Background: an optimization exercise with open tools, aiming at small area and a short achievable clock period. Do not read the settings as production practice.
Where RTL was checked, it was by simulation tests only, not by an equivalence proof against the original.
Power figures rest on the tool's default switching activity, not on a simulated workload.

==> job 2940 <==
==> flow/design.v (excerpt) <==
module inexact_filter
# (parameter COUNT = 256)  
(input [7:0] Pixel_in,
input  clk,
output [7:0] Median
);
Settings: LEC_CHECK=0, ABC_CLOCK_PERIOD_IN_PS=2000, CAP_MARGIN=20, CORE_MARGIN=2, CORE_UTILIZATION=40, CTS_CLUSTER_DIAMETER=100, CTS_CLUSTER_SIZE=32, SETUP_SLACK_MARGIN=5, SLEW_MARGIN=20; clock period 11.0 ns.
standard.sh (not shown) runs the stock make flow with config.mk's settings and CLKGATE_MAP_FILE= SYNTH_SCRIPT=/design/flow/synth_recipe.tcl, a recipe that flattens the netlist after the stock synthesis.
==> flow/flow/run.sh <==
#!/bin/bash
# Layout flow: the standard synthesis, then the combinational logic of the
# synthesized netlist is re-mapped by ABC for delay (the flip-flops are kept as
# they are: same instances, names and cells), then the standard layout
# (floorplan to final) with a larger setup margin for ORFS's timing repair.
# The SDC is the design's, unchanged. Each tool's output goes to a log here.
set -euo pipefail
MARGIN=${MARGIN:-7.5}
RES=orfs/results/${FLOW_PLATFORM:-sky130hd}/inexact_filter/base
LIB=$FLOW_HOME/platforms/sky130hd/lib/sky130_fd_sc_hd__tt_025C_1v80.lib
YOSYS=$FLOW_HOME/../tools/install/yosys/bin/yosys
[[ -x $YOSYS ]] || YOSYS=yosys

bash standard.sh SETUP_SLACK_MARGIN=$MARGIN synth > 1_standard_synth.log 2>&1
cp $RES/1_2_yosys.v 1_2_yosys_standard.v

# cells the re-mapping may not use: the platform's don't-use cells, delay
# cells, and slow wide gates
DU=$(grep -o 'cell ("sky130_fd_sc_hd__[a-z0-9_]*")' $LIB | sed 's/cell ("//; s/")//' \
     | grep -E "__(probe|lpflow|clkdly|dlygate|dlymetal|einv|ebuf|or3|or4|nor4|and4|a2111|o2111|a222|a311|o311|a41|o41|a32|o32)" \
     | sed 's/^/-dont_use /' | tr '\n' ' ')
FLOPS=$(grep -o 'sky130_fd_sc_hd__df[a-z0-9_]*' 1_2_yosys_standard.v | sort -u | tr '\n' ' ')
remap() {  # remap ABC_SCRIPT LOG
cat > remap.ys <<EOS
read_liberty -ignore_miss_func $LIB
blackbox $FLOPS
read_verilog 1_2_yosys_standard.v
hierarchy -top $FLOW_TOP
flatten
opt_clean
abc -script +$1 -liberty $LIB $DU -D 100
opt_clean -purge
stat -liberty $LIB
write_verilog -noattr -noexpr 1_2_yosys_remap.v
EOS
$YOSYS -s remap.ys > $2 2>&1
}
# the ABC scripts to try, in order (flow/abc.script first); if none works the
# standard netlist is kept
mapfile -t SCRIPTS < <(cat flow/abc.script; echo; echo 'strash;dc2;dch,-f;map,-D,100;topo;buffer,-c;upsize,-c;dnsize,-c'; echo 'strash;dch;map,-D,100')
i=0
for sc in "${SCRIPTS[@]}"; do
  [[ -n $sc ]] || continue
  i=$((i+1))
  if remap "$sc" 2_remap_yosys_$i.log; then
    cp 1_2_yosys_remap.v $RES/1_2_yosys.v
    break
  fi
done

bash standard.sh SETUP_SLACK_MARGIN=$MARGIN finish > 3_standard_layout.log 2>&1
==> flow/flow/abc.script <==
strash;dch;map,-D,100;topo;buffer,-c;upsize,-c;dnsize,-c
==> job 9381: changes against job 2940 <==
--- a/flow/design.v
+++ b/flow/design.v
@@ -139,96 +139,79 @@
     integer li;
     always @(posedge clk) begin
         lb[0] <= Pixel_in;
         for (li = 1; li < 2*COUNT-1; li = li + 1)
             lb[li] <= lb[li-1];
     end
     reg [7:0] T1, Tx, M1, M2, D1, D2, N1, N2;
     reg [63:0] k;
-    reg [7:0] MedA_n, MedB_n;    
+    reg [7:0] Med_r;
     wire [7:0] X = Pixel_in;
     wire [63:0] vk = {N2, N1, D2, D1, M2, M1, Tx, T1};
     localparam [7:0] ET1 = 8'd1, ETx = 8'd2, EM1 = 8'd4, EM2 = 8'd8,
                      ED1 = 8'd16, ED2 = 8'd32, EN1 = 8'd64, EN2 = 8'd128;
     wire [7:0] xg, gx;   
     genvar gi;
     generate
         for (gi = 0; gi < 8; gi = gi + 1) begin : gxc
             assign xg[gi] = cmp(X, vk[8*gi +: 8]);
             assign gx[gi] = cmp(vk[8*gi +: 8], X);
         end
     endgenerate
     wire p = gx[Tx_];          
     wire q = gx[T1_];          
     wire r = k[8*T1_+Tx_];     
-    function [39:0] stage2;
-        input [63:0] kv;
-        reg [7:0] md0, mn0;
-        begin
-            md0 = kv[8*T1_+Tx_] ? ET1 : ETx;    
-            mn0 = kv[8*T1_+Tx_] ? ETx : ET1;    
-            stage2[7:0]   = pick(tmin(kv[8*Tx_+M1_], kv[8*Tx_+M2_], kv[8*M1_+M2_], kv[8*M1_+Tx_]), ETx, EM1, EM2);
-            stage2[15:8]  = pick(tmed(kv[8*T1_+D1_], kv[8*T1_+D2_], kv[8*D1_+D2_], kv[8*D1_+T1_]), ET1, ED1, ED2);
-            stage2[23:16] = pick(tmax(kv[8*T1_+N1_], kv[8*T1_+N2_], kv[8*N1_+N2_], kv[8*N1_+T1_]), ET1, EN1, EN2);
-            stage2[31:24] = pick(tmed(kk(md0, ED1, kv), kk(md0, ED2, kv), kv[8*D1_+D2_], kk(ED1, md0, kv)), md0, ED1, ED2);
-            stage2[39:32] = pick(tmax(kk(mn0, EN1, kv), kk(mn0, EN2, kv), kv[8*N1_+N2_], kk(EN1, mn0, kv)), mn0, EN1, EN2);
-        end
-    endfunction
-    reg  [39:0] s2;
-    wire [7:0] aK  = s2[7:0];
-    wire [7:0] bK1 = s2[15:8];
-    wire [7:0] cK1 = s2[23:16];
-    wire [7:0] bK0 = s2[31:24];
-    wire [7:0] cK0 = s2[39:32];
+    wire [7:0] md0 = r ? ET1 : ETx;    
+    wire [7:0] mn0 = r ? ETx : ET1;    
+    wire [7:0] aK  = pick(tmin(k[8*Tx_+M1_], k[8*Tx_+M2_], k[8*M1_+M2_], k[8*M1_+Tx_]), ETx, EM1, EM2);
+    wire [7:0] bK1 = pick(tmed(k[8*T1_+D1_], k[8*T1_+D2_], k[8*D1_+D2_], k[8*D1_+T1_]), ET1, ED1, ED2);
+    wire [7:0] cK1 = pick(tmax(k[8*T1_+N1_], k[8*T1_+N2_], k[8*N1_+N2_], k[8*N1_+T1_]), ET1, EN1, EN2);
+    wire [7:0] bK0 = pick(tmed(kk(md0, ED1, k), kk(md0, ED2, k), k[8*D1_+D2_], kk(ED1, md0, k)), md0, ED1, ED2);
+    wire [7:0] cK0 = pick(tmax(kk(mn0, EN1, k), kk(mn0, EN2, k), k[8*N1_+N2_], kk(EN1, mn0, k)), mn0, EN1, EN2);
     wire [2:0] aX = tmin(xg[M1_], xg[M2_], k[8*M1_+M2_], gx[M1_]);
     wire [2:0] bX = tmed(xg[D1_], xg[D2_], k[8*D1_+D2_], gx[D1_]);
     wire [2:0] cX = tmax(xg[N1_], xg[N2_], k[8*N1_+N2_], gx[N1_]);
+    wire [2:0] f0X  = tmed(kx(bK0, xg), kx(cK0, xg), kk(bK0, cK0, k), kx(bK0, gx));
+    wire [2:0] f0M1 = tmed(kk(EM1, bK0, k), kk(EM1, cK0, k), kk(bK0, cK0, k), kk(bK0, EM1, k));
+    wire [2:0] f0M2 = tmed(kk(EM2, bK0, k), kk(EM2, cK0, k), kk(bK0, cK0, k), kk(bK0, EM2, k));
+    wire [2:0] f1X  = tmed(kk(aK, bK1, k), kx(aK, gx), kx(bK1, gx), kk(bK1, aK, k));
+    wire [2:0] f1N1 = tmed(kk(aK, bK1, k), kk(aK, EN1, k), kk(bK1, EN1, k), kk(bK1, aK, k));
+    wire [2:0] f1N2 = tmed(kk(aK, bK1, k), kk(aK, EN2, k), kk(bK1, EN2, k), kk(bK1, aK, k));
+    wire [2:0] f2X  = tmed(kx(aK, gx), kk(aK, cK1, k), kx(cK1, xg), kx(aK, xg));
+    wire [2:0] f2D1 = tmed(kk(aK, ED1, k), kk(aK, cK1, k), kk(ED1, cK1, k), kk(ED1, aK, k));
+    wire [2:0] f2D2 = tmed(kk(aK, ED2, k), kk(aK, cK1, k), kk(ED2, cK1, k), kk(ED2, aK, k));
     wire [7:0] VaK  = val(aK, vk);
     wire [7:0] VbK0 = val(bK0, vk);
     wire [7:0] VcK0 = val(cK0, vk);
     wire [7:0] VbK1 = val(bK1, vk);
     wire [7:0] VcK1 = val(cK1, vk);
-    wire xbK0 = cmp(X, VbK0), bK0x = cmp(VbK0, X), xcK0 = cmp(X, VcK0);
-    wire aKx  = cmp(VaK, X),  xaK  = cmp(X, VaK);
-    wire bK1x = cmp(VbK1, X), xcK1 = cmp(X, VcK1);
-    wire [2:0] f0X  = tmed(xbK0, xcK0, kk(bK0, cK0, k), bK0x);
-    wire [2:0] f0M1 = tmed(kk(EM1, bK0, k), kk(EM1, cK0, k), kk(bK0, cK0, k), kk(bK0, EM1, k));
-    wire [2:0] f0M2 = tmed(kk(EM2, bK0, k), kk(EM2, cK0, k), kk(bK0, cK0, k), kk(bK0, EM2, k));
-    wire [2:0] f1X  = tmed(kk(aK, bK1, k), aKx, bK1x, kk(bK1, aK, k));
-    wire [2:0] f1N1 = tmed(kk(aK, bK1, k), kk(aK, EN1, k), kk(bK1, EN1, k), kk(bK1, aK, k));
-    wire [2:0] f1N2 = tmed(kk(aK, bK1, k), kk(aK, EN2, k), kk(bK1, EN2, k), kk(bK1, aK, k));
-    wire [2:0] f2X  = tmed(aKx, kk(aK, cK1, k), xcK1, xaK);
-    wire [2:0] f2D1 = tmed(kk(aK, ED1, k), kk(aK, cK1, k), kk(ED1, cK1, k), kk(ED1, aK, k));
-    wire [2:0] f2D2 = tmed(kk(aK, ED2, k), kk(aK, cK1, k), kk(ED2, cK1, k), kk(ED2, aK, k));
     wire [7:0] R0M1 = val(pick(f0M1, EM1, bK0, cK0), vk);
     wire [7:0] R0M2 = val(pick(f0M2, EM2, bK0, cK0), vk);
     wire [7:0] R1N1 = val(pick(f1N1, aK, bK1, EN1), vk);
     wire [7:0] R1N2 = val(pick(f1N2, aK, bK1, EN2), vk);
     wire [7:0] R2D1 = val(pick(f2D1, aK, ED1, cK1), vk);
     wire [7:0] R2D2 = val(pick(f2D2, aK, ED2, cK1), vk);
     wire c0 = ~p, c1 = p & q, c2 = p & ~q;
+    wire sX    = c0 & aX[0] & f0X[0] | c1 & cX[0] & f1X[2] | c2 & bX[0] & f2X[1];
     wire sbK0  = c0 & aX[0] & f0X[1];
     wire scK0  = c0 & aX[0] & f0X[2];
     wire sR0M1 = c0 & aX[1];
     wire sR0M2 = c0 & aX[2];
     wire saK   = c1 & cX[0] & f1X[0] | c2 & bX[0] & f2X[0];
     wire sbK1  = c1 & cX[0] & f1X[1];
     wire sR1N1 = c1 & cX[1];
     wire sR1N2 = c1 & cX[2];
     wire scK1  = c2 & bX[0] & f2X[2];
     wire sR2D1 = c2 & bX[1];
     wire sR2D2 = c2 & bX[2];
-    wire sX0  = c0 & aX[0] & f0X[0];
-    wire sX12 = c1 & cX[0] & f1X[2] | c2 & bX[0] & f2X[1];
-    wire [7:0] medA = {8{sX0}} & X | {8{sbK0}} & VbK0 | {8{scK0}} & VcK0
-                    | {8{sR0M1}} & R0M1 | {8{sR0M2}} & R0M2
-                    | {8{sR1N1}} & R1N1 | {8{sR1N2}} & R1N2;
-    wire [7:0] medB = {8{sX12}} & X | {8{saK}} & VaK | {8{sbK1}} & VbK1
-                    | {8{scK1}} & VcK1 | {8{sR2D1}} & R2D1 | {8{sR2D2}} & R2D2;
+    wire [7:0] med = {8{sX}} & X | {8{sbK0}} & VbK0 | {8{scK0}} & VcK0
+                   | {8{sR0M1}} & R0M1 | {8{sR0M2}} & R0M2
+                   | {8{saK}} & VaK | {8{sbK1}} & VbK1 | {8{sR1N1}} & R1N1 | {8{sR1N2}} & R1N2
+                   | {8{scK1}} & VcK1 | {8{sR2D1}} & R2D1 | {8{sR2D2}} & R2D2;
     wire [7:0] A = lb[2*COUNT-2];
     wire [7:0] B = lb[COUNT-2];
     wire       s0 = cmp(A, B);
     wire [7:0] T1n = s0 ? B : A;
     wire [7:0] Txn = s0 ? A : B;
     wire [2:0] cmx = p ? 3'b100 : 3'b001;
     wire [2:0] cmd = p ? (q ? 3'b010 : 3'b001) : (r ? 3'b010 : 3'b100);
     wire [2:0] cmn = p ? (q ? 3'b001 : 3'b010) : (r ? 3'b100 : 3'b010);
@@ -292,14 +275,12 @@
         Tx <= Txn;
         M1 <= p ? Tx : X;
         D1 <= p ? (q ? T1 : X) : (r ? T1 : Tx);
         N1 <= p ? (q ? X : T1) : (r ? Tx : T1);
         M2 <= M1;
         D2 <= D1;
         N2 <= N1;
         k  <= kn;
-        s2 <= stage2(kn);
-        MedA_n <= ~medA;
-        MedB_n <= ~medB;
+        Med_r <= med;
     end
-    assign Median = ~(MedA_n & MedB_n);
-endmodule
+    assign Median = Med_r;
+endmodule
==> flow/flow/run.sh (replaced) <==
#!/bin/bash
set -euo pipefail
MARGIN=${MARGIN:-7.5}
bash standard.sh SETUP_SLACK_MARGIN=$MARGIN finish > standard_flow.log 2>&1
removed: flow/flow/abc.script
==> job 8683: changes against job 2940 <==
--- a/flow/design.v
+++ b/flow/design.v
@@ -139,51 +139,39 @@
     integer li;
     always @(posedge clk) begin
         lb[0] <= Pixel_in;
         for (li = 1; li < 2*COUNT-1; li = li + 1)
             lb[li] <= lb[li-1];
     end
     reg [7:0] T1, Tx, M1, M2, D1, D2, N1, N2;
     reg [63:0] k;
-    reg [7:0] MedA_n, MedB_n;    
+    reg [7:0] MedA_r, MedB_r;
     wire [7:0] X = Pixel_in;
     wire [63:0] vk = {N2, N1, D2, D1, M2, M1, Tx, T1};
     localparam [7:0] ET1 = 8'd1, ETx = 8'd2, EM1 = 8'd4, EM2 = 8'd8,
                      ED1 = 8'd16, ED2 = 8'd32, EN1 = 8'd64, EN2 = 8'd128;
     wire [7:0] xg, gx;   
     genvar gi;
     generate
         for (gi = 0; gi < 8; gi = gi + 1) begin : gxc
             assign xg[gi] = cmp(X, vk[8*gi +: 8]);
             assign gx[gi] = cmp(vk[8*gi +: 8], X);
         end
     endgenerate
     wire p = gx[Tx_];          
     wire q = gx[T1_];          
     wire r = k[8*T1_+Tx_];     
-    function [39:0] stage2;
-        input [63:0] kv;
-        reg [7:0] md0, mn0;
-        begin
-            md0 = kv[8*T1_+Tx_] ? ET1 : ETx;    
-            mn0 = kv[8*T1_+Tx_] ? ETx : ET1;    
-            stage2[7:0]   = pick(tmin(kv[8*Tx_+M1_], kv[8*Tx_+M2_], kv[8*M1_+M2_], kv[8*M1_+Tx_]), ETx, EM1, EM2);
-            stage2[15:8]  = pick(tmed(kv[8*T1_+D1_], kv[8*T1_+D2_], kv[8*D1_+D2_], kv[8*D1_+T1_]), ET1, ED1, ED2);
-            stage2[23:16] = pick(tmax(kv[8*T1_+N1_], kv[8*T1_+N2_], kv[8*N1_+N2_], kv[8*N1_+T1_]), ET1, EN1, EN2);
-            stage2[31:24] = pick(tmed(kk(md0, ED1, kv), kk(md0, ED2, kv), kv[8*D1_+D2_], kk(ED1, md0, kv)), md0, ED1, ED2);
-            stage2[39:32] = pick(tmax(kk(mn0, EN1, kv), kk(mn0, EN2, kv), kv[8*N1_+N2_], kk(EN1, mn0, kv)), mn0, EN1, EN2);
-        end
-    endfunction
-    reg  [39:0] s2;
-    wire [7:0] aK  = s2[7:0];
-    wire [7:0] bK1 = s2[15:8];
-    wire [7:0] cK1 = s2[23:16];
-    wire [7:0] bK0 = s2[31:24];
-    wire [7:0] cK0 = s2[39:32];
+    wire [7:0] md0 = r ? ET1 : ETx;    
+    wire [7:0] mn0 = r ? ETx : ET1;    
+    wire [7:0] aK  = pick(tmin(k[8*Tx_+M1_], k[8*Tx_+M2_], k[8*M1_+M2_], k[8*M1_+Tx_]), ETx, EM1, EM2);
+    wire [7:0] bK1 = pick(tmed(k[8*T1_+D1_], k[8*T1_+D2_], k[8*D1_+D2_], k[8*D1_+T1_]), ET1, ED1, ED2);
+    wire [7:0] cK1 = pick(tmax(k[8*T1_+N1_], k[8*T1_+N2_], k[8*N1_+N2_], k[8*N1_+T1_]), ET1, EN1, EN2);
+    wire [7:0] bK0 = pick(tmed(kk(md0, ED1, k), kk(md0, ED2, k), k[8*D1_+D2_], kk(ED1, md0, k)), md0, ED1, ED2);
+    wire [7:0] cK0 = pick(tmax(kk(mn0, EN1, k), kk(mn0, EN2, k), k[8*N1_+N2_], kk(EN1, mn0, k)), mn0, EN1, EN2);
     wire [2:0] aX = tmin(xg[M1_], xg[M2_], k[8*M1_+M2_], gx[M1_]);
     wire [2:0] bX = tmed(xg[D1_], xg[D2_], k[8*D1_+D2_], gx[D1_]);
     wire [2:0] cX = tmax(xg[N1_], xg[N2_], k[8*N1_+N2_], gx[N1_]);
     wire [7:0] VaK  = val(aK, vk);
     wire [7:0] VbK0 = val(bK0, vk);
     wire [7:0] VcK0 = val(cK0, vk);
     wire [7:0] VbK1 = val(bK1, vk);
     wire [7:0] VcK1 = val(cK1, vk);
@@ -292,14 +280,13 @@
         Tx <= Txn;
         M1 <= p ? Tx : X;
         D1 <= p ? (q ? T1 : X) : (r ? T1 : Tx);
         N1 <= p ? (q ? X : T1) : (r ? Tx : T1);
         M2 <= M1;
         D2 <= D1;
         N2 <= N1;
         k  <= kn;
-        s2 <= stage2(kn);
-        MedA_n <= ~medA;
-        MedB_n <= ~medB;
+        MedA_r <= medA;
+        MedB_r <= medB;
     end
-    assign Median = ~(MedA_n & MedB_n);
-endmodule
+    assign Median = MedA_r | MedB_r;
+endmodule
==> flow/flow/run.sh (replaced) <==
#!/bin/bash
# Layout flow: the standard synthesis, then the combinational logic of the
# synthesized netlist is re-mapped by ABC for delay (the flip-flops are kept as
# they are: same instances, names and cells), then the standard layout
# (floorplan to final) with a larger setup margin for ORFS's timing repair.
# The SDC is the design's, unchanged. Each tool's output goes to a log here.
set -euo pipefail
MARGIN=${MARGIN:-7.5}
ABCSCRIPT=$(cat flow/abc.script)
RES=orfs/results/${FLOW_PLATFORM:-sky130hd}/inexact_filter/base
LIB=$FLOW_HOME/platforms/sky130hd/lib/sky130_fd_sc_hd__tt_025C_1v80.lib
YOSYS=$FLOW_HOME/../tools/install/yosys/bin/yosys
[[ -x $YOSYS ]] || YOSYS=yosys

bash standard.sh SETUP_SLACK_MARGIN=$MARGIN synth > 1_standard_synth.log 2>&1
cp $RES/1_2_yosys.v 1_2_yosys_standard.v

# cells the re-mapping may not use: the platform's don't-use cells, delay
# cells, and slow wide gates
DU=$(grep -o 'cell ("sky130_fd_sc_hd__[a-z0-9_]*")' $LIB | sed 's/cell ("//; s/")//' \
     | grep -E "__(probe|lpflow|clkdly|dlygate|dlymetal|einv|ebuf|or3|or4|nor4|and4|a2111|o2111|a222|a311|o311|a41|o41|a32|o32)" \
     | sed 's/^/-dont_use /' | tr '\n' ' ')
FLOPS=$(grep -o 'sky130_fd_sc_hd__df[a-z0-9_]*' 1_2_yosys_standard.v | sort -u | tr '\n' ' ')
cat > remap.ys <<EOS
read_liberty -ignore_miss_func $LIB
blackbox $FLOPS
read_verilog 1_2_yosys_standard.v
hierarchy -top $FLOW_TOP
flatten
opt_clean
abc -script +$ABCSCRIPT -liberty $LIB $DU -D 100
opt_clean -purge
stat -liberty $LIB
write_verilog -noattr -noexpr 1_2_yosys_remap.v
EOS
$YOSYS -s remap.ys > 2_remap_yosys.log 2>&1
cp 1_2_yosys_remap.v $RES/1_2_yosys.v

bash standard.sh SETUP_SLACK_MARGIN=$MARGIN finish > 3_standard_layout.log 2>&1
==> flow/flow/abc.script (replaced) <==
strash;dch;map,-D,100;buffer,-c;upsize,-c;dnsize,-c
==> comparison <==
Against job 2940, the via count of job 9381 is smaller by 0.51%.
The lowest hold slack belongs to job 8683, the highest to job 9381.
Between job 2940 and job 9381, the lower core utilization is in job 9381 (gap 0.15 points).
Sequential share of layout area: job 2940 > job 9381 > job 8683.
Against job 8683, the synthesized cell count of job 2940 is smaller by about 2.8%.
The highest clock skew belongs to job 8683, the lowest to job 2940.
Job 8683 completed without violations. Job 9381 went through all stages and came out clean. Job 2940 went through all stages and came out clean.
Register-to-register slack, highest first: job 2940, job 8683, job 9381.
Sequential cell count: job 2940 is higher than job 9381 (24).
Design area: job 9381 is smaller than job 2940 (0.52%).
The highest global-route usage belongs to job 8683, the lowest to job 2940.
==> figures <==
metric	job 8683	job 9381	job 2940
Status	complete, no violations	complete, no violations	complete, no violations
Number of sinks driven by the clock tree	4209	4201	4225
Post-route fraction of the period consumed by the critical path	35.33%	43.21%	33.83%
Initial cell density of the core	40.13%	40.12%	40.15%
Share of power burned in the clock network	30.2%	30.0%	31.0%
Total area of multi-input combinational cells	10520 um2	9648 um2	9121 um2
Total CTS buffers	158	157	158
Multi-input combinational gate total	1566	1257	1379
Transition time at the pin with the least slew margin	1.225 ns	1.195 ns	1.128 ns
Gate Count Post-Synth	6000	5638	5833
Number of nets in the layout	6371	5918	6202
Power density normalized to cell area	217.9 nW/um2	219.8 nW/um2	215.3 nW/um2
Met1 Use GR	25.41%	24.03%	22.68%
Worst-skew pair later-pin latency	0.85 ns	0.84 ns	0.84 ns
Global-route wire length before repair	293400 um	275800 um	264800 um
R2R Setup Slk	7.18 ns	6.33 ns	7.46 ns
Antenna violations before repair	12	12	2
Number of well-tap cells placed	3150	3043	3043
Number of non-clock inverters	185	46	197
Detailed-route via count	42.21k	39.96k	40.17k
Static leakage	41.62 nW	40.59 nW	41.22 nW
Function not checked in job 2940 and job 9381: the RTL went through the layout flow alone.

-- what the ideal ports hide --
No port has a modelled driver above. Below, the same layouts with a new extraction and two added sets of constraints. Step 1, drivers: a clkbuf_16 drives clk and a buf_2 each remaining input, both assumed. Step 2 adds t to the input delays and takes it off the output delays; t is the mean of the earliest and latest rising clock arrival at the registers after step 1. Input paths then give back, and output paths get back, about the clock's delay inside the block. a / b / c = ideal / step 1 / step 2; a / b = the first two.
run | t, ns | slack for setup (ns) | latest minus earliest clock arrival (ns) | worst data-port slew with drivers (ns)
job 2940 | 0.901 | 7.279 / 7.295 / 6.394 | 0.047 / 0.046 | 0.07
job 9381 | 0.892 | 6.247 / 6.282 / 5.390 | 0.064 / 0.064 | 0.11
job 8683 | 0.896 | 7.114 / 7.096 / 6.251 | 0.066 / 0.066 | 0.06
After both steps every run listed still meets setup and hold. The setup slack of job 2940, which loses most, moves by +0.016 ns with the drivers and by -0.885 ns with both steps.
